Context: an optimization exercise on an open-source flow, tuned for small area, a short achievable clock period and few clock cycles per item. The choices shown serve that exercise and are no tape-out recipe.
For this run, only the layout was checked, not whether the RTL still works.

[flow/run.sh]
#!/bin/bash
set -euo pipefail
export BUFFER_PORTS_ARGS="-buffer_cell sky130_fd_sc_hd__buf_2"
bash standard.sh > standard.log 2>&1
[design.v]
module sigmoid_unit (
    input  wire               clk,
    input  wire               rst,
    input  wire               in_valid,
    input  wire signed [15:0] net_in,
    output wire               out_valid,
    output wire signed [31:0] f_net,
    output wire signed [31:0] x,
    output wire signed [31:0] y,
    output wire signed [31:0] z
);
reg [15:0] net_q;
reg        v0;
always @(posedge clk) begin
    net_q <= net_in;
    v0    <= in_valid & ~rst;
end
wire        s0 = net_q[15];
wire [15:0] d0;
wire [16:0] d0_p, d0_g;
assign d0_g[0] = s0; assign d0_p[0] = 1'b0;
assign d0_p[1] = (net_q[0] ^ s0) ^ (1'b0); assign d0_g[1] = (net_q[0] ^ s0) & (1'b0);
assign d0_p[2] = (net_q[1] ^ s0) ^ (1'b0); assign d0_g[2] = (net_q[1] ^ s0) & (1'b0);
assign d0_p[3] = (net_q[2] ^ s0) ^ (1'b0); assign d0_g[3] = (net_q[2] ^ s0) & (1'b0);
assign d0_p[4] = (net_q[3] ^ s0) ^ (1'b1); assign d0_g[4] = (net_q[3] ^ s0) & (1'b1);
assign d0_p[5] = (net_q[4] ^ s0) ^ (1'b0); assign d0_g[5] = (net_q[4] ^ s0) & (1'b0);
assign d0_p[6] = (net_q[5] ^ s0) ^ (1'b1); assign d0_g[6] = (net_q[5] ^ s0) & (1'b1);
assign d0_p[7] = (net_q[6] ^ s0) ^ (1'b1); assign d0_g[7] = (net_q[6] ^ s0) & (1'b1);
assign d0_p[8] = (net_q[7] ^ s0) ^ (1'b1); assign d0_g[8] = (net_q[7] ^ s0) & (1'b1);
assign d0_p[9] = (net_q[8] ^ s0) ^ (1'b1); assign d0_g[9] = (net_q[8] ^ s0) & (1'b1);
assign d0_p[10] = (net_q[9] ^ s0) ^ (1'b1); assign d0_g[10] = (net_q[9] ^ s0) & (1'b1);
assign d0_p[11] = (net_q[10] ^ s0) ^ (1'b0); assign d0_g[11] = (net_q[10] ^ s0) & (1'b0);
assign d0_p[12] = (net_q[11] ^ s0) ^ (1'b0); assign d0_g[12] = (net_q[11] ^ s0) & (1'b0);
assign d0_p[13] = (net_q[12] ^ s0) ^ (1'b0); assign d0_g[13] = (net_q[12] ^ s0) & (1'b0);
assign d0_p[14] = (net_q[13] ^ s0) ^ (1'b0); assign d0_g[14] = (net_q[13] ^ s0) & (1'b0);
assign d0_p[15] = (net_q[14] ^ s0) ^ (1'b0); assign d0_g[15] = (net_q[14] ^ s0) & (1'b0);
assign d0_p[16] = (net_q[15] ^ s0) ^ (1'b0); assign d0_g[16] = (net_q[15] ^ s0) & (1'b0);
wire d0_g0_1 = d0_g[1] | (d0_p[1] & d0_g[0]);
wire d0_p0_1 = d0_p[1] & d0_p[0];
wire d0_g0_4 = d0_g[4] | (d0_p[4] & d0_g[3]);
wire d0_p0_4 = d0_p[4] & d0_p[3];
wire d0_g0_7 = d0_g[7] | (d0_p[7] & d0_g[6]);
wire d0_p0_7 = d0_p[7] & d0_p[6];
wire d0_g0_10 = d0_g[10] | (d0_p[10] & d0_g[9]);
wire d0_p0_10 = d0_p[10] & d0_p[9];
wire d0_g0_13 = d0_g[13] | (d0_p[13] & d0_g[12]);
wire d0_p0_13 = d0_p[13] & d0_p[12];
wire d0_g0_16 = d0_g[16] | (d0_p[16] & d0_g[15]);
wire d0_p0_16 = d0_p[16] & d0_p[15];
wire d0_g1_2 = d0_g[2] | (d0_p[2] & d0_g0_1);
wire d0_p1_2 = d0_p[2] & d0_p0_1;
wire d0_g1_5 = d0_g[5] | (d0_p[5] & d0_g0_4);
wire d0_p1_5 = d0_p[5] & d0_p0_4;
wire d0_g1_8 = d0_g[8] | (d0_p[8] & d0_g0_7);
wire d0_p1_8 = d0_p[8] & d0_p0_7;
wire d0_g1_11 = d0_g[11] | (d0_p[11] & d0_g0_10);
wire d0_p1_11 = d0_p[11] & d0_p0_10;
wire d0_g1_14 = d0_g[14] | (d0_p[14] & d0_g0_13);
wire d0_p1_14 = d0_p[14] & d0_p0_13;
wire d0_g2_5 = d0_g1_5 | (d0_p1_5 & d0_g1_2);
wire d0_p2_5 = d0_p1_5 & d0_p1_2;
wire d0_g2_11 = d0_g1_11 | (d0_p1_11 & d0_g1_8);
wire d0_p2_11 = d0_p1_11 & d0_p1_8;
wire d0_g3_8 = d0_g1_8 | (d0_p1_8 & d0_g2_5);
wire d0_p3_8 = d0_p1_8 & d0_p2_5;
wire d0_g3_11 = d0_g2_11 | (d0_p2_11 & d0_g2_5);
wire d0_p3_11 = d0_p2_11 & d0_p2_5;
wire d0_g4_14 = d0_g1_14 | (d0_p1_14 & d0_g3_11);
wire d0_p4_14 = d0_p1_14 & d0_p3_11;
wire d0_g5_3 = d0_g[3] | (d0_p[3] & d0_g1_2);
wire d0_p5_3 = d0_p[3] & d0_p1_2;
wire d0_g5_4 = d0_g0_4 | (d0_p0_4 & d0_g1_2);
wire d0_p5_4 = d0_p0_4 & d0_p1_2;
wire d0_g5_6 = d0_g[6] | (d0_p[6] & d0_g2_5);
wire d0_p5_6 = d0_p[6] & d0_p2_5;
wire d0_g5_7 = d0_g0_7 | (d0_p0_7 & d0_g2_5);
wire d0_p5_7 = d0_p0_7 & d0_p2_5;
wire d0_g5_9 = d0_g[9] | (d0_p[9] & d0_g3_8);
wire d0_p5_9 = d0_p[9] & d0_p3_8;
wire d0_g5_10 = d0_g0_10 | (d0_p0_10 & d0_g3_8);
wire d0_p5_10 = d0_p0_10 & d0_p3_8;
wire d0_g5_12 = d0_g[12] | (d0_p[12] & d0_g3_11);
wire d0_p5_12 = d0_p[12] & d0_p3_11;
wire d0_g5_13 = d0_g0_13 | (d0_p0_13 & d0_g3_11);
wire d0_p5_13 = d0_p0_13 & d0_p3_11;
wire d0_g5_15 = d0_g[15] | (d0_p[15] & d0_g4_14);
wire d0_p5_15 = d0_p[15] & d0_p4_14;
wire d0_g5_16 = d0_g0_16 | (d0_p0_16 & d0_g4_14);
wire d0_p5_16 = d0_p0_16 & d0_p4_14;
assign d0[0] = d0_p[1] ^ d0_g[0];
assign d0[1] = d0_p[2] ^ d0_g0_1;
assign d0[2] = d0_p[3] ^ d0_g1_2;
assign d0[3] = d0_p[4] ^ d0_g5_3;
assign d0[4] = d0_p[5] ^ d0_g5_4;
assign d0[5] = d0_p[6] ^ d0_g2_5;
assign d0[6] = d0_p[7] ^ d0_g5_6;
assign d0[7] = d0_p[8] ^ d0_g5_7;
assign d0[8] = d0_p[9] ^ d0_g3_8;
assign d0[9] = d0_p[10] ^ d0_g5_9;
assign d0[10] = d0_p[11] ^ d0_g5_10;
assign d0[11] = d0_p[12] ^ d0_g3_11;
assign d0[12] = d0_p[13] ^ d0_g5_12;
assign d0[13] = d0_p[14] ^ d0_g5_13;
assign d0[14] = d0_p[15] ^ d0_g4_14;
assign d0[15] = d0_p[16] ^ d0_g5_15;
wire [10:0] tk9 = 11'd1953;
wire [10:0] df9;
wire        ge9;
pfx_row_h3_11_11 row9 (.t(tk9), .d(d0[10:0]), .hz(~|d0[15:11]), .ge(ge9), .r(df9));
wire [10:0] tr9 = df9;
wire [11:0] tk8 = {tr9, 1'b0};
wire [11:0] df8;
wire        ge8;
pfx_row_h3_12_12 row8 (.t(tk8), .d(d0[11:0]), .hz(~|d0[15:12]), .ge(ge8), .r(df8));
wire [11:0] tr8 = df8;
wire [12:0] tk7 = {tr8, 1'b0};
wire [12:0] df7;
wire        ge7;
pfx_row_h3_13_13 row7 (.t(tk7), .d(d0[12:0]), .hz(~|d0[15:13]), .ge(ge7), .r(df7));
wire [12:0] tr7 = df7;
wire [13:0] tk6 = {tr7, 1'b0};
wire [13:0] df6;
wire        ge6;
pfx_row_h3_14_14 row6 (.t(tk6), .d(d0[13:0]), .hz(~|d0[15:14]), .ge(ge6), .r(df6));
wire [13:0] tr6 = df6;
wire [14:0] tk5 = {tr6, 1'b1};
wire [14:0] df5;
wire        ge5;
pfx_row_h3_15_15 row5 (.t(tk5), .d(d0[14:0]), .hz(~|d0[15:15]), .ge(ge5), .r(df5));
wire [14:0] tr5 = df5;
reg [15:0] d1;
reg        s1;
reg        v1;
reg [14:0] t1;
reg        q9_1;
reg        q8_1;
reg        q7_1;
reg        q6_1;
reg        q5_1;
always @(posedge clk) begin
    d1 <= d0;
    s1 <= s0;
    v1 <= v0 & ~rst;
    t1 <= tr5;
    q9_1 <= ge9;
    q8_1 <= ge8;
    q7_1 <= ge7;
    q6_1 <= ge6;
    q5_1 <= ge5;
end
wire [15:0] tk4 = {t1, 1'b1};
wire [15:0] df4;
wire        ge4;
pfx_row_bk_16_16 row4 (.t(tk4), .d(d1[15:0]), .hz(1'b1), .ge(ge4), .r(df4));
wire [15:0] tr4 = df4;
wire [16:0] tk3 = {tr4, 1'b1};
wire [15:0] df3;
wire        ge3;
pfx_row_bk_17_16 row3 (.t(tk3), .d(d1[15:0]), .hz(1'b1), .ge(ge3), .r(df3));
wire [15:0] tr3 = df3;
wire [16:0] tk2 = {tr3, 1'b1};
wire [15:0] df2;
wire        ge2;
pfx_row_bk_17_16 row2 (.t(tk2), .d(d1[15:0]), .hz(1'b1), .ge(ge2), .r(df2));
wire [15:0] tr2 = df2;
wire [16:0] tk1 = {tr2, 1'b1};
wire [15:0] df1;
wire        ge1;
pfx_row_bk_17_16 row1 (.t(tk1), .d(d1[15:0]), .hz(1'b1), .ge(ge1), .r(df1));
wire [15:0] tr1 = df1;
wire [16:0] tk0 = {tr1, 1'b1};
wire [15:0] df0;
wire        ge0;
pfx_row_bk_17_16 row0 (.t(tk0), .d(d1[15:0]), .hz(1'b1), .ge(ge0), .r(df0));
wire [8:0]  qh = {q9_1, q8_1, q7_1, q6_1, q5_1, ge4, ge3, ge2, ge1};
wire        q0 = ge0;
wire [8:0]  v   = 9'd499 - qh;
wire [9:0]  nv  = 10'd0 - {1'b0, v};
wire [9:0]  zp  = 10'd999 - {1'b0, qh};
wire [9:0]  qh1 = {1'b0, qh} + 10'd1;
wire [9:0]  yv  = s1 ? (q0 ? {nv[8:0], 1'b0} : {~v, 1'b1}) : {v, ~q0};
wire [9:0]  zv  = s1 ? (q0 ? qh1 : {1'b0, qh}) : zp;
wire        yneg0 = s1 & (d1 >= 16'd1002);
wire        yneg1 = s1 & (d1 != 16'd1001);
wire        yneg2 = s1 & ((|d1[15:10]) | (d1[9:0] >= 10'd1002));
wire        yneg3 = s1 & (d1[15:1] != 15'd500);
wire [15:0] nn;
wire [16:0] nn_p, nn_g;
assign nn_g[0] = 1'b0; assign nn_p[0] = 1'b0;
assign nn_p[1] = (d1[0] ^ s1) ^ (s1); assign nn_g[1] = (d1[0] ^ s1) & (s1);
assign nn_p[2] = (d1[1] ^ s1) ^ (1'b0); assign nn_g[2] = (d1[1] ^ s1) & (1'b0);
assign nn_p[3] = (d1[2] ^ s1) ^ (1'b0); assign nn_g[3] = (d1[2] ^ s1) & (1'b0);
assign nn_p[4] = (d1[3] ^ s1) ^ (1'b1); assign nn_g[4] = (d1[3] ^ s1) & (1'b1);
assign nn_p[5] = (d1[4] ^ s1) ^ (~s1); assign nn_g[5] = (d1[4] ^ s1) & (~s1);
assign nn_p[6] = (d1[5] ^ s1) ^ (s1); assign nn_g[6] = (d1[5] ^ s1) & (s1);
assign nn_p[7] = (d1[6] ^ s1) ^ (s1); assign nn_g[7] = (d1[6] ^ s1) & (s1);
assign nn_p[8] = (d1[7] ^ s1) ^ (s1); assign nn_g[8] = (d1[7] ^ s1) & (s1);
assign nn_p[9] = (d1[8] ^ s1) ^ (s1); assign nn_g[9] = (d1[8] ^ s1) & (s1);
assign nn_p[10] = (d1[9] ^ s1) ^ (s1); assign nn_g[10] = (d1[9] ^ s1) & (s1);
assign nn_p[11] = (d1[10] ^ s1) ^ (~s1); assign nn_g[11] = (d1[10] ^ s1) & (~s1);
assign nn_p[12] = (d1[11] ^ s1) ^ (~s1); assign nn_g[12] = (d1[11] ^ s1) & (~s1);
assign nn_p[13] = (d1[12] ^ s1) ^ (~s1); assign nn_g[13] = (d1[12] ^ s1) & (~s1);
assign nn_p[14] = (d1[13] ^ s1) ^ (~s1); assign nn_g[14] = (d1[13] ^ s1) & (~s1);
assign nn_p[15] = (d1[14] ^ s1) ^ (~s1); assign nn_g[15] = (d1[14] ^ s1) & (~s1);
assign nn_p[16] = (d1[15] ^ s1) ^ (~s1); assign nn_g[16] = (d1[15] ^ s1) & (~s1);
wire nn_g0_1 = nn_g[1] | (nn_p[1] & nn_g[0]);
wire nn_p0_1 = nn_p[1] & nn_p[0];
wire nn_g1_2 = nn_g[2] | (nn_p[2] & nn_g0_1);
wire nn_p1_2 = nn_p[2] & nn_p0_1;
wire nn_g2_3 = nn_g[3] | (nn_p[3] & nn_g1_2);
wire nn_p2_3 = nn_p[3] & nn_p1_2;
wire nn_g3_4 = nn_g[4] | (nn_p[4] & nn_g2_3);
wire nn_p3_4 = nn_p[4] & nn_p2_3;
wire nn_g4_5 = nn_g[5] | (nn_p[5] & nn_g3_4);
wire nn_p4_5 = nn_p[5] & nn_p3_4;
wire nn_g5_6 = nn_g[6] | (nn_p[6] & nn_g4_5);
wire nn_p5_6 = nn_p[6] & nn_p4_5;
wire nn_g6_7 = nn_g[7] | (nn_p[7] & nn_g5_6);
wire nn_p6_7 = nn_p[7] & nn_p5_6;
wire nn_g7_8 = nn_g[8] | (nn_p[8] & nn_g6_7);
wire nn_p7_8 = nn_p[8] & nn_p6_7;
wire nn_g8_9 = nn_g[9] | (nn_p[9] & nn_g7_8);
wire nn_p8_9 = nn_p[9] & nn_p7_8;
wire nn_g9_10 = nn_g[10] | (nn_p[10] & nn_g8_9);
wire nn_p9_10 = nn_p[10] & nn_p8_9;
wire nn_g10_11 = nn_g[11] | (nn_p[11] & nn_g9_10);
wire nn_p10_11 = nn_p[11] & nn_p9_10;
wire nn_g11_12 = nn_g[12] | (nn_p[12] & nn_g10_11);
wire nn_p11_12 = nn_p[12] & nn_p10_11;
wire nn_g12_13 = nn_g[13] | (nn_p[13] & nn_g11_12);
wire nn_p12_13 = nn_p[13] & nn_p11_12;
wire nn_g13_14 = nn_g[14] | (nn_p[14] & nn_g12_13);
wire nn_p13_14 = nn_p[14] & nn_p12_13;
wire nn_g14_15 = nn_g[15] | (nn_p[15] & nn_g13_14);
wire nn_p14_15 = nn_p[15] & nn_p13_14;
wire nn_g15_16 = nn_g[16] | (nn_p[16] & nn_g14_15);
wire nn_p15_16 = nn_p[16] & nn_p14_15;
assign nn[0] = nn_p[1] ^ nn_g[0];
assign nn[1] = nn_p[2] ^ nn_g0_1;
assign nn[2] = nn_p[3] ^ nn_g1_2;
assign nn[3] = nn_p[4] ^ nn_g2_3;
assign nn[4] = nn_p[5] ^ nn_g3_4;
assign nn[5] = nn_p[6] ^ nn_g4_5;
assign nn[6] = nn_p[7] ^ nn_g5_6;
assign nn[7] = nn_p[8] ^ nn_g6_7;
assign nn[8] = nn_p[9] ^ nn_g7_8;
assign nn[9] = nn_p[10] ^ nn_g8_9;
assign nn[10] = nn_p[11] ^ nn_g9_10;
assign nn[11] = nn_p[12] ^ nn_g10_11;
assign nn[12] = nn_p[13] ^ nn_g11_12;
assign nn[13] = nn_p[14] ^ nn_g12_13;
assign nn[14] = nn_p[15] ^ nn_g13_14;
assign nn[15] = nn_p[16] ^ nn_g14_15;
wire [21:0] n22  = {{6{s1}}, nn};
wire [21:0] x1;
wire [22:0] x1_p, x1_g;
assign x1_g[0] = 1'b0; assign x1_p[0] = 1'b0;
assign x1_p[1] = (n22[0]) ^ (1'b0); assign x1_g[1] = (n22[0]) & (1'b0);
assign x1_p[2] = (n22[1]) ^ (1'b0); assign x1_g[2] = (n22[1]) & (1'b0);
assign x1_p[3] = (n22[2]) ^ (1'b0); assign x1_g[3] = (n22[2]) & (1'b0);
assign x1_p[4] = (n22[3]) ^ (1'b0); assign x1_g[4] = (n22[3]) & (1'b0);
assign x1_p[5] = (n22[4]) ^ (1'b0); assign x1_g[5] = (n22[4]) & (1'b0);
assign x1_p[6] = (n22[5]) ^ (1'b0); assign x1_g[6] = (n22[5]) & (1'b0);
assign x1_p[7] = (n22[6]) ^ (1'b0); assign x1_g[7] = (n22[6]) & (1'b0);
assign x1_p[8] = (n22[7]) ^ (n22[0]); assign x1_g[8] = (n22[7]) & (n22[0]);
assign x1_p[9] = (n22[8]) ^ (n22[1]); assign x1_g[9] = (n22[8]) & (n22[1]);
assign x1_p[10] = (n22[9]) ^ (n22[2]); assign x1_g[10] = (n22[9]) & (n22[2]);
assign x1_p[11] = (n22[10]) ^ (n22[3]); assign x1_g[11] = (n22[10]) & (n22[3]);
assign x1_p[12] = (n22[11]) ^ (n22[4]); assign x1_g[12] = (n22[11]) & (n22[4]);
assign x1_p[13] = (n22[12]) ^ (n22[5]); assign x1_g[13] = (n22[12]) & (n22[5]);
assign x1_p[14] = (n22[13]) ^ (n22[6]); assign x1_g[14] = (n22[13]) & (n22[6]);
assign x1_p[15] = (n22[14]) ^ (n22[7]); assign x1_g[15] = (n22[14]) & (n22[7]);
assign x1_p[16] = (n22[15]) ^ (n22[8]); assign x1_g[16] = (n22[15]) & (n22[8]);
assign x1_p[17] = (n22[16]) ^ (n22[9]); assign x1_g[17] = (n22[16]) & (n22[9]);
assign x1_p[18] = (n22[17]) ^ (n22[10]); assign x1_g[18] = (n22[17]) & (n22[10]);
assign x1_p[19] = (n22[18]) ^ (n22[11]); assign x1_g[19] = (n22[18]) & (n22[11]);
assign x1_p[20] = (n22[19]) ^ (n22[12]); assign x1_g[20] = (n22[19]) & (n22[12]);
assign x1_p[21] = (n22[20]) ^ (n22[13]); assign x1_g[21] = (n22[20]) & (n22[13]);
assign x1_p[22] = (n22[21]) ^ (n22[14]); assign x1_g[22] = (n22[21]) & (n22[14]);
wire x1_g0_1 = x1_g[1] | (x1_p[1] & x1_g[0]);
wire x1_p0_1 = x1_p[1] & x1_p[0];
wire x1_g1_2 = x1_g[2] | (x1_p[2] & x1_g0_1);
wire x1_p1_2 = x1_p[2] & x1_p0_1;
wire x1_g2_3 = x1_g[3] | (x1_p[3] & x1_g1_2);
wire x1_p2_3 = x1_p[3] & x1_p1_2;
wire x1_g3_4 = x1_g[4] | (x1_p[4] & x1_g2_3);
wire x1_p3_4 = x1_p[4] & x1_p2_3;
wire x1_g4_5 = x1_g[5] | (x1_p[5] & x1_g3_4);
wire x1_p4_5 = x1_p[5] & x1_p3_4;
wire x1_g5_6 = x1_g[6] | (x1_p[6] & x1_g4_5);
wire x1_p5_6 = x1_p[6] & x1_p4_5;
wire x1_g6_7 = x1_g[7] | (x1_p[7] & x1_g5_6);
wire x1_p6_7 = x1_p[7] & x1_p5_6;
wire x1_g7_8 = x1_g[8] | (x1_p[8] & x1_g6_7);
wire x1_p7_8 = x1_p[8] & x1_p6_7;
wire x1_g8_9 = x1_g[9] | (x1_p[9] & x1_g7_8);
wire x1_p8_9 = x1_p[9] & x1_p7_8;
wire x1_g9_10 = x1_g[10] | (x1_p[10] & x1_g8_9);
wire x1_p9_10 = x1_p[10] & x1_p8_9;
wire x1_g10_11 = x1_g[11] | (x1_p[11] & x1_g9_10);
wire x1_p10_11 = x1_p[11] & x1_p9_10;
wire x1_g11_12 = x1_g[12] | (x1_p[12] & x1_g10_11);
wire x1_p11_12 = x1_p[12] & x1_p10_11;
wire x1_g12_13 = x1_g[13] | (x1_p[13] & x1_g11_12);
wire x1_p12_13 = x1_p[13] & x1_p11_12;
wire x1_g13_14 = x1_g[14] | (x1_p[14] & x1_g12_13);
wire x1_p13_14 = x1_p[14] & x1_p12_13;
wire x1_g14_15 = x1_g[15] | (x1_p[15] & x1_g13_14);
wire x1_p14_15 = x1_p[15] & x1_p13_14;
wire x1_g15_16 = x1_g[16] | (x1_p[16] & x1_g14_15);
wire x1_p15_16 = x1_p[16] & x1_p14_15;
wire x1_g16_17 = x1_g[17] | (x1_p[17] & x1_g15_16);
wire x1_p16_17 = x1_p[17] & x1_p15_16;
wire x1_g17_18 = x1_g[18] | (x1_p[18] & x1_g16_17);
wire x1_p17_18 = x1_p[18] & x1_p16_17;
wire x1_g18_19 = x1_g[19] | (x1_p[19] & x1_g17_18);
wire x1_p18_19 = x1_p[19] & x1_p17_18;
wire x1_g19_20 = x1_g[20] | (x1_p[20] & x1_g18_19);
wire x1_p19_20 = x1_p[20] & x1_p18_19;
wire x1_g20_21 = x1_g[21] | (x1_p[21] & x1_g19_20);
wire x1_p20_21 = x1_p[21] & x1_p19_20;
wire x1_g21_22 = x1_g[22] | (x1_p[22] & x1_g20_21);
wire x1_p21_22 = x1_p[22] & x1_p20_21;
assign x1[0] = x1_p[1] ^ x1_g[0];
assign x1[1] = x1_p[2] ^ x1_g0_1;
assign x1[2] = x1_p[3] ^ x1_g1_2;
assign x1[3] = x1_p[4] ^ x1_g2_3;
assign x1[4] = x1_p[5] ^ x1_g3_4;
assign x1[5] = x1_p[6] ^ x1_g4_5;
assign x1[6] = x1_p[7] ^ x1_g5_6;
assign x1[7] = x1_p[8] ^ x1_g6_7;
assign x1[8] = x1_p[9] ^ x1_g7_8;
assign x1[9] = x1_p[10] ^ x1_g8_9;
assign x1[10] = x1_p[11] ^ x1_g9_10;
assign x1[11] = x1_p[12] ^ x1_g10_11;
assign x1[12] = x1_p[13] ^ x1_g11_12;
assign x1[13] = x1_p[14] ^ x1_g12_13;
assign x1[14] = x1_p[15] ^ x1_g13_14;
assign x1[15] = x1_p[16] ^ x1_g14_15;
assign x1[16] = x1_p[17] ^ x1_g15_16;
assign x1[17] = x1_p[18] ^ x1_g16_17;
assign x1[18] = x1_p[19] ^ x1_g17_18;
assign x1[19] = x1_p[20] ^ x1_g18_19;
assign x1[20] = x1_p[21] ^ x1_g19_20;
assign x1[21] = x1_p[22] ^ x1_g20_21;
wire [21:0] xx;
wire [22:0] xx_p, xx_g;
assign xx_g[0] = 1'b1; assign xx_p[0] = 1'b0;
assign xx_p[1] = (x1[0]) ^ (1'b1); assign xx_g[1] = (x1[0]) & (1'b1);
assign xx_p[2] = (x1[1]) ^ (1'b1); assign xx_g[2] = (x1[1]) & (1'b1);
assign xx_p[3] = (x1[2]) ^ (~n22[0]); assign xx_g[3] = (x1[2]) & (~n22[0]);
assign xx_p[4] = (x1[3]) ^ (~n22[1]); assign xx_g[4] = (x1[3]) & (~n22[1]);
assign xx_p[5] = (x1[4]) ^ (~n22[2]); assign xx_g[5] = (x1[4]) & (~n22[2]);
assign xx_p[6] = (x1[5]) ^ (~n22[3]); assign xx_g[6] = (x1[5]) & (~n22[3]);
assign xx_p[7] = (x1[6]) ^ (~n22[4]); assign xx_g[7] = (x1[6]) & (~n22[4]);
assign xx_p[8] = (x1[7]) ^ (~n22[5]); assign xx_g[8] = (x1[7]) & (~n22[5]);
assign xx_p[9] = (x1[8]) ^ (~n22[6]); assign xx_g[9] = (x1[8]) & (~n22[6]);
assign xx_p[10] = (x1[9]) ^ (~n22[7]); assign xx_g[10] = (x1[9]) & (~n22[7]);
assign xx_p[11] = (x1[10]) ^ (~n22[8]); assign xx_g[11] = (x1[10]) & (~n22[8]);
assign xx_p[12] = (x1[11]) ^ (~n22[9]); assign xx_g[12] = (x1[11]) & (~n22[9]);
assign xx_p[13] = (x1[12]) ^ (~n22[10]); assign xx_g[13] = (x1[12]) & (~n22[10]);
assign xx_p[14] = (x1[13]) ^ (~n22[11]); assign xx_g[14] = (x1[13]) & (~n22[11]);
assign xx_p[15] = (x1[14]) ^ (~n22[12]); assign xx_g[15] = (x1[14]) & (~n22[12]);
assign xx_p[16] = (x1[15]) ^ (~n22[13]); assign xx_g[16] = (x1[15]) & (~n22[13]);
assign xx_p[17] = (x1[16]) ^ (~n22[14]); assign xx_g[17] = (x1[16]) & (~n22[14]);
assign xx_p[18] = (x1[17]) ^ (~n22[15]); assign xx_g[18] = (x1[17]) & (~n22[15]);
assign xx_p[19] = (x1[18]) ^ (~n22[16]); assign xx_g[19] = (x1[18]) & (~n22[16]);
assign xx_p[20] = (x1[19]) ^ (~n22[17]); assign xx_g[20] = (x1[19]) & (~n22[17]);
assign xx_p[21] = (x1[20]) ^ (~n22[18]); assign xx_g[21] = (x1[20]) & (~n22[18]);
assign xx_p[22] = (x1[21]) ^ (~n22[19]); assign xx_g[22] = (x1[21]) & (~n22[19]);
wire xx_g0_1 = xx_g[1] | (xx_p[1] & xx_g[0]);
wire xx_p0_1 = xx_p[1] & xx_p[0];
wire xx_g1_2 = xx_g[2] | (xx_p[2] & xx_g0_1);
wire xx_p1_2 = xx_p[2] & xx_p0_1;
wire xx_g2_3 = xx_g[3] | (xx_p[3] & xx_g1_2);
wire xx_p2_3 = xx_p[3] & xx_p1_2;
wire xx_g3_4 = xx_g[4] | (xx_p[4] & xx_g2_3);
wire xx_p3_4 = xx_p[4] & xx_p2_3;
wire xx_g4_5 = xx_g[5] | (xx_p[5] & xx_g3_4);
wire xx_p4_5 = xx_p[5] & xx_p3_4;
wire xx_g5_6 = xx_g[6] | (xx_p[6] & xx_g4_5);
wire xx_p5_6 = xx_p[6] & xx_p4_5;
wire xx_g6_7 = xx_g[7] | (xx_p[7] & xx_g5_6);
wire xx_p6_7 = xx_p[7] & xx_p5_6;
wire xx_g7_8 = xx_g[8] | (xx_p[8] & xx_g6_7);
wire xx_p7_8 = xx_p[8] & xx_p6_7;
wire xx_g8_9 = xx_g[9] | (xx_p[9] & xx_g7_8);
wire xx_p8_9 = xx_p[9] & xx_p7_8;
wire xx_g9_10 = xx_g[10] | (xx_p[10] & xx_g8_9);
wire xx_p9_10 = xx_p[10] & xx_p8_9;
wire xx_g10_11 = xx_g[11] | (xx_p[11] & xx_g9_10);
wire xx_p10_11 = xx_p[11] & xx_p9_10;
wire xx_g11_12 = xx_g[12] | (xx_p[12] & xx_g10_11);
wire xx_p11_12 = xx_p[12] & xx_p10_11;
wire xx_g12_13 = xx_g[13] | (xx_p[13] & xx_g11_12);
wire xx_p12_13 = xx_p[13] & xx_p11_12;
wire xx_g13_14 = xx_g[14] | (xx_p[14] & xx_g12_13);
wire xx_p13_14 = xx_p[14] & xx_p12_13;
wire xx_g14_15 = xx_g[15] | (xx_p[15] & xx_g13_14);
wire xx_p14_15 = xx_p[15] & xx_p13_14;
wire xx_g15_16 = xx_g[16] | (xx_p[16] & xx_g14_15);
wire xx_p15_16 = xx_p[16] & xx_p14_15;
wire xx_g16_17 = xx_g[17] | (xx_p[17] & xx_g15_16);
wire xx_p16_17 = xx_p[17] & xx_p15_16;
wire xx_g17_18 = xx_g[18] | (xx_p[18] & xx_g16_17);
wire xx_p17_18 = xx_p[18] & xx_p16_17;
wire xx_g18_19 = xx_g[19] | (xx_p[19] & xx_g17_18);
wire xx_p18_19 = xx_p[19] & xx_p17_18;
wire xx_g19_20 = xx_g[20] | (xx_p[20] & xx_g18_19);
wire xx_p19_20 = xx_p[20] & xx_p18_19;
wire xx_g20_21 = xx_g[21] | (xx_p[21] & xx_g19_20);
wire xx_p20_21 = xx_p[21] & xx_p19_20;
wire xx_g21_22 = xx_g[22] | (xx_p[22] & xx_g20_21);
wire xx_p21_22 = xx_p[22] & xx_p20_21;
assign xx[0] = xx_p[1] ^ xx_g[0];
assign xx[1] = xx_p[2] ^ xx_g0_1;
assign xx[2] = xx_p[3] ^ xx_g1_2;
assign xx[3] = xx_p[4] ^ xx_g2_3;
assign xx[4] = xx_p[5] ^ xx_g3_4;
assign xx[5] = xx_p[6] ^ xx_g4_5;
assign xx[6] = xx_p[7] ^ xx_g5_6;
assign xx[7] = xx_p[8] ^ xx_g6_7;
assign xx[8] = xx_p[9] ^ xx_g7_8;
assign xx[9] = xx_p[10] ^ xx_g8_9;
assign xx[10] = xx_p[11] ^ xx_g9_10;
assign xx[11] = xx_p[12] ^ xx_g10_11;
assign xx[12] = xx_p[13] ^ xx_g11_12;
assign xx[13] = xx_p[14] ^ xx_g12_13;
assign xx[14] = xx_p[15] ^ xx_g13_14;
assign xx[15] = xx_p[16] ^ xx_g14_15;
assign xx[16] = xx_p[17] ^ xx_g15_16;
assign xx[17] = xx_p[18] ^ xx_g16_17;
assign xx[18] = xx_p[19] ^ xx_g17_18;
assign xx[19] = xx_p[20] ^ xx_g18_19;
assign xx[20] = xx_p[21] ^ xx_g19_20;
assign xx[21] = xx_p[22] ^ xx_g20_21;
reg        vo;
reg [2:0] xs;
reg [3:0] ys;
reg [21:0] xr;
reg [9:0]  yr;
reg [9:0]  zr;
always @(posedge clk) begin
    vo <= v1 & ~rst;
    xs[0] <= s1;
    xs[1] <= s1 & (d1 != 16'd1000);
    xs[2] <= nn[15];
    ys[0] <= yneg0;
    ys[1] <= yneg1;
    ys[2] <= yneg2;
    ys[3] <= yneg3;
    xr <= xx;
    yr <= yv;
    zr <= zv;
end
assign out_valid = vo;
assign x     = {xs[0], xs[0], xs[0], xs[1], xs[1], xs[2], xs[2], xr, 3'b000};
assign y     = {ys[0], ys[0], ys[0], ys[0], ys[0], ys[0], ys[1], ys[1], ys[1], ys[1], ys[1], ys[2], ys[2], ys[2], ys[2], ys[2], ys[2], ys[3], ys[3], ys[3], ys[3], ys[3], yr};
assign z     = {21'd0, zr, yr[0]};
assign f_net = {22'd0, zr};
endmodule
module pfx_row_h3_11_11 (
    input  wire [10:0] t,
    input  wire [10:0] d,
    input  wire        hz,
    output wire        ge,
    output wire [10:0] r
);
wire [10:0] dd = d;
wire [10:0] p = ~(t ^ dd);    
wire [10:0] g = ~t & dd;      
wire g0_1 = g[1] | (p[1] & g[0]);
wire p0_1 = p[1] & p[0];
wire g0_4 = g[4] | (p[4] & g[3]);
wire p0_4 = p[4] & p[3];
wire g0_7 = g[7] | (p[7] & g[6]);
wire p0_7 = p[7] & p[6];
wire g0_10 = g[10] | (p[10] & g[9]);
wire p0_10 = p[10] & p[9];
wire g1_2 = g[2] | (p[2] & g0_1);
wire p1_2 = p[2] & p0_1;
wire g1_5 = g[5] | (p[5] & g0_4);
wire p1_5 = p[5] & p0_4;
wire g1_8 = g[8] | (p[8] & g0_7);
wire p1_8 = p[8] & p0_7;
wire g2_5 = g1_5 | (p1_5 & g1_2);
wire p2_5 = p1_5 & p1_2;
wire g3_8 = g1_8 | (p1_8 & g2_5);
wire p3_8 = p1_8 & p2_5;
wire g4_3 = g[3] | (p[3] & g1_2);
wire p4_3 = p[3] & p1_2;
wire g4_4 = g0_4 | (p0_4 & g1_2);
wire p4_4 = p0_4 & p1_2;
wire g4_6 = g[6] | (p[6] & g2_5);
wire p4_6 = p[6] & p2_5;
wire g4_7 = g0_7 | (p0_7 & g2_5);
wire p4_7 = p0_7 & p2_5;
wire g4_9 = g[9] | (p[9] & g3_8);
wire p4_9 = p[9] & p3_8;
wire g4_10 = g0_10 | (p0_10 & g3_8);
wire p4_10 = p0_10 & p3_8;
wire [10:0] bi = {g4_9, g3_8, g4_7, g4_6, g2_5, g4_4, g4_3, g1_2, g0_1, g[0], 1'b0};
assign ge = hz & ~g4_10;
wire [10:0] df = t ^ dd ^ bi;
assign r  = ge ? df[10:0] : t[10:0];
endmodule
module pfx_row_h3_12_12 (
    input  wire [11:0] t,
    input  wire [11:0] d,
    input  wire        hz,
    output wire        ge,
    output wire [11:0] r
);
wire [11:0] dd = d;
wire [11:0] p = ~(t ^ dd);    
wire [11:0] g = ~t & dd;      
wire g0_1 = g[1] | (p[1] & g[0]);
wire p0_1 = p[1] & p[0];
wire g0_4 = g[4] | (p[4] & g[3]);
wire p0_4 = p[4] & p[3];
wire g0_7 = g[7] | (p[7] & g[6]);
wire p0_7 = p[7] & p[6];
wire g0_10 = g[10] | (p[10] & g[9]);
wire p0_10 = p[10] & p[9];
wire g1_2 = g[2] | (p[2] & g0_1);
wire p1_2 = p[2] & p0_1;
wire g1_5 = g[5] | (p[5] & g0_4);
wire p1_5 = p[5] & p0_4;
wire g1_8 = g[8] | (p[8] & g0_7);
wire p1_8 = p[8] & p0_7;
wire g1_11 = g[11] | (p[11] & g0_10);
wire p1_11 = p[11] & p0_10;
wire g2_5 = g1_5 | (p1_5 & g1_2);
wire p2_5 = p1_5 & p1_2;
wire g2_11 = g1_11 | (p1_11 & g1_8);
wire p2_11 = p1_11 & p1_8;
wire g3_8 = g1_8 | (p1_8 & g2_5);
wire p3_8 = p1_8 & p2_5;
wire g3_11 = g2_11 | (p2_11 & g2_5);
wire p3_11 = p2_11 & p2_5;
wire g4_3 = g[3] | (p[3] & g1_2);
wire p4_3 = p[3] & p1_2;
wire g4_4 = g0_4 | (p0_4 & g1_2);
wire p4_4 = p0_4 & p1_2;
wire g4_6 = g[6] | (p[6] & g2_5);
wire p4_6 = p[6] & p2_5;
wire g4_7 = g0_7 | (p0_7 & g2_5);
wire p4_7 = p0_7 & p2_5;
wire g4_9 = g[9] | (p[9] & g3_8);
wire p4_9 = p[9] & p3_8;
wire g4_10 = g0_10 | (p0_10 & g3_8);
wire p4_10 = p0_10 & p3_8;
wire [11:0] bi = {g4_10, g4_9, g3_8, g4_7, g4_6, g2_5, g4_4, g4_3, g1_2, g0_1, g[0], 1'b0};
assign ge = hz & ~g3_11;
wire [11:0] df = t ^ dd ^ bi;
assign r  = ge ? df[11:0] : t[11:0];
endmodule
module pfx_row_h3_13_13 (
    input  wire [12:0] t,
    input  wire [12:0] d,
    input  wire        hz,
    output wire        ge,
    output wire [12:0] r
);
wire [12:0] dd = d;
wire [12:0] p = ~(t ^ dd);    
wire [12:0] g = ~t & dd;      
wire g0_1 = g[1] | (p[1] & g[0]);
wire p0_1 = p[1] & p[0];
wire g0_4 = g[4] | (p[4] & g[3]);
wire p0_4 = p[4] & p[3];
wire g0_7 = g[7] | (p[7] & g[6]);
wire p0_7 = p[7] & p[6];
wire g0_10 = g[10] | (p[10] & g[9]);
wire p0_10 = p[10] & p[9];
wire g1_2 = g[2] | (p[2] & g0_1);
wire p1_2 = p[2] & p0_1;
wire g1_5 = g[5] | (p[5] & g0_4);
wire p1_5 = p[5] & p0_4;
wire g1_8 = g[8] | (p[8] & g0_7);
wire p1_8 = p[8] & p0_7;
wire g1_11 = g[11] | (p[11] & g0_10);
wire p1_11 = p[11] & p0_10;
wire g2_5 = g1_5 | (p1_5 & g1_2);
wire p2_5 = p1_5 & p1_2;
wire g2_11 = g1_11 | (p1_11 & g1_8);
wire p2_11 = p1_11 & p1_8;
wire g3_8 = g1_8 | (p1_8 & g2_5);
wire p3_8 = p1_8 & p2_5;
wire g3_11 = g2_11 | (p2_11 & g2_5);
wire p3_11 = p2_11 & p2_5;
wire g4_3 = g[3] | (p[3] & g1_2);
wire p4_3 = p[3] & p1_2;
wire g4_4 = g0_4 | (p0_4 & g1_2);
wire p4_4 = p0_4 & p1_2;
wire g4_6 = g[6] | (p[6] & g2_5);
wire p4_6 = p[6] & p2_5;
wire g4_7 = g0_7 | (p0_7 & g2_5);
wire p4_7 = p0_7 & p2_5;
wire g4_9 = g[9] | (p[9] & g3_8);
wire p4_9 = p[9] & p3_8;
wire g4_10 = g0_10 | (p0_10 & g3_8);
wire p4_10 = p0_10 & p3_8;
wire g4_12 = g[12] | (p[12] & g3_11);
wire p4_12 = p[12] & p3_11;
wire [12:0] bi = {g3_11, g4_10, g4_9, g3_8, g4_7, g4_6, g2_5, g4_4, g4_3, g1_2, g0_1, g[0], 1'b0};
assign ge = hz & ~g4_12;
wire [12:0] df = t ^ dd ^ bi;
assign r  = ge ? df[12:0] : t[12:0];
endmodule
module pfx_row_h3_14_14 (
    input  wire [13:0] t,
    input  wire [13:0] d,
    input  wire        hz,
    output wire        ge,
    output wire [13:0] r
);
wire [13:0] dd = d;
wire [13:0] p = ~(t ^ dd);    
wire [13:0] g = ~t & dd;      
wire g0_1 = g[1] | (p[1] & g[0]);
wire p0_1 = p[1] & p[0];
wire g0_4 = g[4] | (p[4] & g[3]);
wire p0_4 = p[4] & p[3];
wire g0_7 = g[7] | (p[7] & g[6]);
wire p0_7 = p[7] & p[6];
wire g0_10 = g[10] | (p[10] & g[9]);
wire p0_10 = p[10] & p[9];
wire g0_13 = g[13] | (p[13] & g[12]);
wire p0_13 = p[13] & p[12];
wire g1_2 = g[2] | (p[2] & g0_1);
wire p1_2 = p[2] & p0_1;
wire g1_5 = g[5] | (p[5] & g0_4);
wire p1_5 = p[5] & p0_4;
wire g1_8 = g[8] | (p[8] & g0_7);
wire p1_8 = p[8] & p0_7;
wire g1_11 = g[11] | (p[11] & g0_10);
wire p1_11 = p[11] & p0_10;
wire g2_5 = g1_5 | (p1_5 & g1_2);
wire p2_5 = p1_5 & p1_2;
wire g2_11 = g1_11 | (p1_11 & g1_8);
wire p2_11 = p1_11 & p1_8;
wire g3_8 = g1_8 | (p1_8 & g2_5);
wire p3_8 = p1_8 & p2_5;
wire g3_11 = g2_11 | (p2_11 & g2_5);
wire p3_11 = p2_11 & p2_5;
wire g4_3 = g[3] | (p[3] & g1_2);
wire p4_3 = p[3] & p1_2;
wire g4_4 = g0_4 | (p0_4 & g1_2);
wire p4_4 = p0_4 & p1_2;
wire g4_6 = g[6] | (p[6] & g2_5);
wire p4_6 = p[6] & p2_5;
wire g4_7 = g0_7 | (p0_7 & g2_5);
wire p4_7 = p0_7 & p2_5;
wire g4_9 = g[9] | (p[9] & g3_8);
wire p4_9 = p[9] & p3_8;
wire g4_10 = g0_10 | (p0_10 & g3_8);
wire p4_10 = p0_10 & p3_8;
wire g4_12 = g[12] | (p[12] & g3_11);
wire p4_12 = p[12] & p3_11;
wire g4_13 = g0_13 | (p0_13 & g3_11);
wire p4_13 = p0_13 & p3_11;
wire [13:0] bi = {g4_12, g3_11, g4_10, g4_9, g3_8, g4_7, g4_6, g2_5, g4_4, g4_3, g1_2, g0_1, g[0], 1'b0};
assign ge = hz & ~g4_13;
wire [13:0] df = t ^ dd ^ bi;
assign r  = ge ? df[13:0] : t[13:0];
endmodule
module pfx_row_h3_15_15 (
    input  wire [14:0] t,
    input  wire [14:0] d,
    input  wire        hz,
    output wire        ge,
    output wire [14:0] r
);
wire [14:0] dd = d;
wire [14:0] p = ~(t ^ dd);    
wire [14:0] g = ~t & dd;      
wire g0_1 = g[1] | (p[1] & g[0]);
wire p0_1 = p[1] & p[0];
wire g0_4 = g[4] | (p[4] & g[3]);
wire p0_4 = p[4] & p[3];
wire g0_7 = g[7] | (p[7] & g[6]);
wire p0_7 = p[7] & p[6];
wire g0_10 = g[10] | (p[10] & g[9]);
wire p0_10 = p[10] & p[9];
wire g0_13 = g[13] | (p[13] & g[12]);
wire p0_13 = p[13] & p[12];
wire g1_2 = g[2] | (p[2] & g0_1);
wire p1_2 = p[2] & p0_1;
wire g1_5 = g[5] | (p[5] & g0_4);
wire p1_5 = p[5] & p0_4;
wire g1_8 = g[8] | (p[8] & g0_7);
wire p1_8 = p[8] & p0_7;
wire g1_11 = g[11] | (p[11] & g0_10);
wire p1_11 = p[11] & p0_10;
wire g1_14 = g[14] | (p[14] & g0_13);
wire p1_14 = p[14] & p0_13;
wire g2_5 = g1_5 | (p1_5 & g1_2);
wire p2_5 = p1_5 & p1_2;
wire g2_11 = g1_11 | (p1_11 & g1_8);
wire p2_11 = p1_11 & p1_8;
wire g3_8 = g1_8 | (p1_8 & g2_5);
wire p3_8 = p1_8 & p2_5;
wire g3_11 = g2_11 | (p2_11 & g2_5);
wire p3_11 = p2_11 & p2_5;
wire g4_14 = g1_14 | (p1_14 & g3_11);
wire p4_14 = p1_14 & p3_11;
wire g5_3 = g[3] | (p[3] & g1_2);
wire p5_3 = p[3] & p1_2;
wire g5_4 = g0_4 | (p0_4 & g1_2);
wire p5_4 = p0_4 & p1_2;
wire g5_6 = g[6] | (p[6] & g2_5);
wire p5_6 = p[6] & p2_5;
wire g5_7 = g0_7 | (p0_7 & g2_5);
wire p5_7 = p0_7 & p2_5;
wire g5_9 = g[9] | (p[9] & g3_8);
wire p5_9 = p[9] & p3_8;
wire g5_10 = g0_10 | (p0_10 & g3_8);
wire p5_10 = p0_10 & p3_8;
wire g5_12 = g[12] | (p[12] & g3_11);
wire p5_12 = p[12] & p3_11;
wire g5_13 = g0_13 | (p0_13 & g3_11);
wire p5_13 = p0_13 & p3_11;
wire [14:0] bi = {g5_13, g5_12, g3_11, g5_10, g5_9, g3_8, g5_7, g5_6, g2_5, g5_4, g5_3, g1_2, g0_1, g[0], 1'b0};
assign ge = hz & ~g4_14;
wire [14:0] df = t ^ dd ^ bi;
assign r  = ge ? df[14:0] : t[14:0];
endmodule
module pfx_row_bk_16_16 (
    input  wire [15:0] t,
    input  wire [15:0] d,
    input  wire        hz,
    output wire        ge,
    output wire [15:0] r
);
wire [15:0] dd = d;
wire [15:0] p = ~(t ^ dd);    
wire [15:0] g = ~t & dd;      
wire g0_1 = g[1] | (p[1] & g[0]);
wire p0_1 = p[1] & p[0];
wire g0_3 = g[3] | (p[3] & g[2]);
wire p0_3 = p[3] & p[2];
wire g0_5 = g[5] | (p[5] & g[4]);
wire p0_5 = p[5] & p[4];
wire g0_7 = g[7] | (p[7] & g[6]);
wire p0_7 = p[7] & p[6];
wire g0_9 = g[9] | (p[9] & g[8]);
wire p0_9 = p[9] & p[8];
wire g0_11 = g[11] | (p[11] & g[10]);
wire p0_11 = p[11] & p[10];
wire g0_13 = g[13] | (p[13] & g[12]);
wire p0_13 = p[13] & p[12];
wire g0_15 = g[15] | (p[15] & g[14]);
wire p0_15 = p[15] & p[14];
wire g1_3 = g0_3 | (p0_3 & g0_1);
wire p1_3 = p0_3 & p0_1;
wire g1_7 = g0_7 | (p0_7 & g0_5);
wire p1_7 = p0_7 & p0_5;
wire g1_11 = g0_11 | (p0_11 & g0_9);
wire p1_11 = p0_11 & p0_9;
wire g1_15 = g0_15 | (p0_15 & g0_13);
wire p1_15 = p0_15 & p0_13;
wire g2_7 = g1_7 | (p1_7 & g1_3);
wire p2_7 = p1_7 & p1_3;
wire g2_15 = g1_15 | (p1_15 & g1_11);
wire p2_15 = p1_15 & p1_11;
wire g3_15 = g2_15 | (p2_15 & g2_7);
wire p3_15 = p2_15 & p2_7;
wire g4_11 = g1_11 | (p1_11 & g2_7);
wire p4_11 = p1_11 & p2_7;
wire g5_5 = g0_5 | (p0_5 & g1_3);
wire p5_5 = p0_5 & p1_3;
wire g5_9 = g0_9 | (p0_9 & g2_7);
wire p5_9 = p0_9 & p2_7;
wire g5_13 = g0_13 | (p0_13 & g4_11);
wire p5_13 = p0_13 & p4_11;
wire g6_2 = g[2] | (p[2] & g0_1);
wire p6_2 = p[2] & p0_1;
wire g6_4 = g[4] | (p[4] & g1_3);
wire p6_4 = p[4] & p1_3;
wire g6_6 = g[6] | (p[6] & g5_5);
wire p6_6 = p[6] & p5_5;
wire g6_8 = g[8] | (p[8] & g2_7);
wire p6_8 = p[8] & p2_7;
wire g6_10 = g[10] | (p[10] & g5_9);
wire p6_10 = p[10] & p5_9;
wire g6_12 = g[12] | (p[12] & g4_11);
wire p6_12 = p[12] & p4_11;
wire g6_14 = g[14] | (p[14] & g5_13);
wire p6_14 = p[14] & p5_13;
wire [15:0] bi = {g6_14, g5_13, g6_12, g4_11, g6_10, g5_9, g6_8, g2_7, g6_6, g5_5, g6_4, g1_3, g6_2, g0_1, g[0], 1'b0};
assign ge = hz & ~g3_15;
wire [15:0] df = t ^ dd ^ bi;
assign r  = ge ? df[15:0] : t[15:0];
endmodule
module pfx_row_bk_17_16 (
    input  wire [16:0] t,
    input  wire [15:0] d,
    input  wire        hz,
    output wire        ge,
    output wire [15:0] r
);
wire [16:0] dd = {1'd0, d};
wire [16:0] p = ~(t ^ dd);    
wire [16:0] g = ~t & dd;      
wire g0_1 = g[1] | (p[1] & g[0]);
wire p0_1 = p[1] & p[0];
wire g0_3 = g[3] | (p[3] & g[2]);
wire p0_3 = p[3] & p[2];
wire g0_5 = g[5] | (p[5] & g[4]);
wire p0_5 = p[5] & p[4];
wire g0_7 = g[7] | (p[7] & g[6]);
wire p0_7 = p[7] & p[6];
wire g0_9 = g[9] | (p[9] & g[8]);
wire p0_9 = p[9] & p[8];
wire g0_11 = g[11] | (p[11] & g[10]);
wire p0_11 = p[11] & p[10];
wire g0_13 = g[13] | (p[13] & g[12]);
wire p0_13 = p[13] & p[12];
wire g0_15 = g[15] | (p[15] & g[14]);
wire p0_15 = p[15] & p[14];
wire g1_3 = g0_3 | (p0_3 & g0_1);
wire p1_3 = p0_3 & p0_1;
wire g1_7 = g0_7 | (p0_7 & g0_5);
wire p1_7 = p0_7 & p0_5;
wire g1_11 = g0_11 | (p0_11 & g0_9);
wire p1_11 = p0_11 & p0_9;
wire g1_15 = g0_15 | (p0_15 & g0_13);
wire p1_15 = p0_15 & p0_13;
wire g2_7 = g1_7 | (p1_7 & g1_3);
wire p2_7 = p1_7 & p1_3;
wire g2_15 = g1_15 | (p1_15 & g1_11);
wire p2_15 = p1_15 & p1_11;
wire g3_15 = g2_15 | (p2_15 & g2_7);
wire p3_15 = p2_15 & p2_7;
wire g4_11 = g1_11 | (p1_11 & g2_7);
wire p4_11 = p1_11 & p2_7;
wire g5_5 = g0_5 | (p0_5 & g1_3);
wire p5_5 = p0_5 & p1_3;
wire g5_9 = g0_9 | (p0_9 & g2_7);
wire p5_9 = p0_9 & p2_7;
wire g5_13 = g0_13 | (p0_13 & g4_11);
wire p5_13 = p0_13 & p4_11;
wire g6_2 = g[2] | (p[2] & g0_1);
wire p6_2 = p[2] & p0_1;
wire g6_4 = g[4] | (p[4] & g1_3);
wire p6_4 = p[4] & p1_3;
wire g6_6 = g[6] | (p[6] & g5_5);
wire p6_6 = p[6] & p5_5;
wire g6_8 = g[8] | (p[8] & g2_7);
wire p6_8 = p[8] & p2_7;
wire g6_10 = g[10] | (p[10] & g5_9);
wire p6_10 = p[10] & p5_9;
wire g6_12 = g[12] | (p[12] & g4_11);
wire p6_12 = p[12] & p4_11;
wire g6_14 = g[14] | (p[14] & g5_13);
wire p6_14 = p[14] & p5_13;
wire g6_16 = g[16] | (p[16] & g3_15);
wire p6_16 = p[16] & p3_15;
wire [16:0] bi = {g3_15, g6_14, g5_13, g6_12, g4_11, g6_10, g5_9, g6_8, g2_7, g6_6, g5_5, g6_4, g1_3, g6_2, g0_1, g[0], 1'b0};
assign ge = hz & ~g6_16;
wire [16:0] df = t ^ dd ^ bi;
assign r  = ge ? df[15:0] : t[15:0];
endmodule
[constraint.sdc]
create_clock -name core_clock -period 62.0 [get_ports {clk}]
set_input_delay 12.4000 -clock core_clock [delete_from_list [all_inputs] [get_ports {clk}]]
set_output_delay 12.4000 -clock core_clock [all_outputs]
set_load 0.01 [all_outputs]
[standard.sh]
#!/bin/bash
# synth_recipe.tcl (not shown) runs the flow's synth.tcl, then flattens the netlist and writes it again
# the make line also repeats each setting of config.mk as NAME=value (left out here)
make -C /OpenROAD-flow-scripts/flow DESIGN_CONFIG=/design/flow/config.mk WORK_HOME=/design/flow/orfs CLKGATE_MAP_FILE= SYNTH_SCRIPT=/design/flow/synth_recipe.tcl "${@:-finish}"
[config.mk]
export PLATFORM = sky130hd
export DESIGN_NAME = sigmoid_unit
export DESIGN_NICKNAME = sigmoid_unit
export VERILOG_FILES = /design/flow/design.v
export SDC_FILE = /design/flow/constraint.sdc
export NUM_CORES = 4
export LEC_CHECK = 0
export ABC_AREA = 1
export CAP_MARGIN = 20
export CORE_MARGIN = 2
export CORE_UTILIZATION = 40
export SLEW_MARGIN = 20
==> results.ini <==
[clocking]
cts_buffers=9
cts.path.max_buffers=2
hold_buffers=0
cts_tree=built
worst_skew_pair.late_latency_ps=360
clk_pin_slew_worst_paths_ps=80
cts_root_buf=clkbuf_16
clock_sink_count=103
htree_levels=3
cts_resized=0
post_cts_buffers=0

[detailed_routing]
vias_per_cell=4.73
drtPass1Iterations=5
ant_nets=0
vias=8888
drcViolationCount=0
wl_per_cell_microns=12.6
drt_iter0_markers=349
drt_wl_total_microns=23600

[yosys]
synth_xor_area_share_pct=7.55
synth.avg_cell_area_sq_um=7.75
async_flop_share_pct=0
synthesis.area_sq_um=11200
synth-edff-count=0
netlist_instances=1448
ys_types=53
synth_top_family_by_area=adder cells
synth-compound-area-share_pct=10.1
muxShareOfSynthArea_pct=0.0892
synth_simple_gate_area_share_pct=20.3
yosys.area_share.adder_pct=30.0
ys_seq_area_share_pct=18.4
synth_seq_cells=103
yosysWarnings=1
ys.flop_type=dfxtp_1

[grt]
antenna_found_initial=0
track_usage_pct=16.7
grt-ovfl-total=0
grt_pass1_vias=8406
grt_pass1_wl_microns=39800
grt_max_degree=38

[min_path]
holdPathStages=2
hp-class=reg -> reg
holdCritStartpoint=v0
holdPathEnd=v1

[placed_design]
place_hpwl_microns=19900
port_buffers=101
gp_congestion=0.832
place_area_sq_um=11600

[worst_setup_path]
worstPathCellList=buf_2
crit_buf_inv=1
critPathKind=reg -> out
r2r_cells=66
cpPeakStageDelay_ps=380
crit_family=flip-flops
slowest_stage=dfxtp_1
required_ps=49600
crit_path_end_kind=output port
r2r_end=t1[12]
rrSetupSlack_ps=49280
rr_startpoint=net_q[15]
worstPathArrival_ps=900
cp-start-kind=flop
worstPathMaxFanout=6

[sta]
period_share_pct=21.5
max_freq_mhz=75.2
final-setup-viol-count=0
drv_slew=0
rsz0062_at_grt=false
worst_pin_slew_ps=976
post-route-min-period_ps=13300
slew-limit-headroom_pct=35.0
fin_worst_skew_ps=13.9
tns_ps=0
finalHoldViolations=0

[floorplan]
dieHeight_microns=172
dieWidth_microns=172
rows=61
initial_utilization_pct=40.5
num_io_pins=148
dieArea_sq_um=29400
core_sq_um=27700

[status]
status=finished clean

[finish]
final_net_count=1737
final_util_pct=43.0
drive_gt1_share_pct=11.7
fin_area_sq_um=11900
syn2layout_area_growth_pct=6.09
n_antenna_cell=0

[job]
drv_cap=0

[cells by family (layout without fill, tap and decap cells)]
group / Yosys count / after routing
muxes: 1 / 1
xor gates and xnor gates: 95 / 95
and+or+nand+nor: 526 / 526
AOI/OAI and AO/OA: 195 / 195
DFF: 103 / 103
buffers and inverters: 306 / 315
adders and majority gates: 221 / 221
other: 1 / 46
[per-stage QoR]
stage	hold WS, ps	worst slack, ps	instances
6_report	411	48700	1880
5_1_grt	442	47960	1880
4_1_cts	413	48670	1880
3_5_place_dp	399	49070	1864
3_3_place_gp	390	49100	1864
2_1_floorplan	367	49030	1493
[metal layers]
metal | vias to the layer above | share of wire [%] | global-route usage, %
met3 | 17 | 3.2 | 2.25
li1 | 4601 | - | -
met1 | 4113 | 46 | 21.5
met4 | 0 | 1.5 | 3.98
met2 | 157 | 49 | 29.6
met5 | - | 0 | 0
[registers in the layout, summed over array words and instances, names as in the netlist, 3 cells and up]
name	count
net_q	16
d1	16
ys	4
xs	3
t1	15
yr	8
zr	10
xr	22
[synthesized netlist by cell type, types with 8 or more instances]
master	instances	area share, %
nand3_2	9	0.80
nor2_1	49	1.6
dfxtp_1	103	18
nand4_1	18	1.0
xor2_1	61	4.8
nand3_1	63	2.8
a21oi_1	46	2.1
xnor2_1	32	2.5
buf_2	10	0.45
ha_1	141	16
fa_1	80	14
o21ai_1	20	0.89
nand2_1	351	12
o21ai_0	74	3.3
a21o_1	13	0.87
inv_1	188	6.3
buf_4	82	5.5
o21a_1	8	0.54
o21ai_2	13	1.0
[worst max path at each step]
stage	startpoint	slack (ps)	depth (start not counted)	end
2_1_floorplan	ys[2]	49030	1	y[16]
3_3_place_gp	ys[0]	49100	1	y[26]
3_5_place_dp	ys[0]	49070	1	y[26]
4_1_cts	ys[0]	48670	1	y[26]
5_1_grt	net_q[15]	47960	66	t1[12]
6_report	ys[0]	48700	1	y[26]
[layout make-up]
type / instances / area [sq um]
clock buffer: 10 / 239
clock inverter: 6 / 62.6
multi-input combinational: 1084 / 7810
tap: 378 / 473
timing repair buffer: 103 / 520
fill: 2910 / 15800
sequential: 103 / 2060
inverter: 196 / 741
[layout by cell type, fill, tap and decap left out, types with 18 or more instances in the layout]
cell,synthesis,final
nand2_1,351,351
inv_1,188,188
ha_1,141,141
dfxtp_1,103,102
buf_2,10,101
fa_1,80,80
o21ai_0,74,74
nand3_1,63,63
xor2_1,61,61
nor2_1,49,49
a21oi_1,46,46
conb_1,1,46
xnor2_1,32,32
o21ai_1,20,20
nand4_1,18,18

-- port drivers added, routing unchanged --
How much do the figures lean on ideal ports? The routed layout below was timed once more, with nothing changed but the port constraints. Step 1 (the two cells are an assumption about what drives the block):
set clk [get_ports {clk}]
set_driving_cell -lib_cell sky130_fd_sc_hd__clkbuf_16 $clk
set_driving_cell -lib_cell sky130_fd_sc_hd__buf_2 [delete_from_list [all_inputs] $clk]
Step 2 moves the port delays by t, midway between the first and last clock arrival at a register: inputs arrive t later, outputs are due t later. That takes back most of the time a late clock gives input paths. Slacks: ideal / step 1 / step 2; pairs: ideal / step 1.
t, ns: 0.398
setup slack, ns: 48.699 / 48.655 / 49.053
worst setup path at the end: register to output
worst slew at a driven data input, ns: 0.03
After both steps this run still meets setup and hold. For this run, drivers alone change the setup slack by -0.044 ns; drivers and shift together by +0.354 ns.
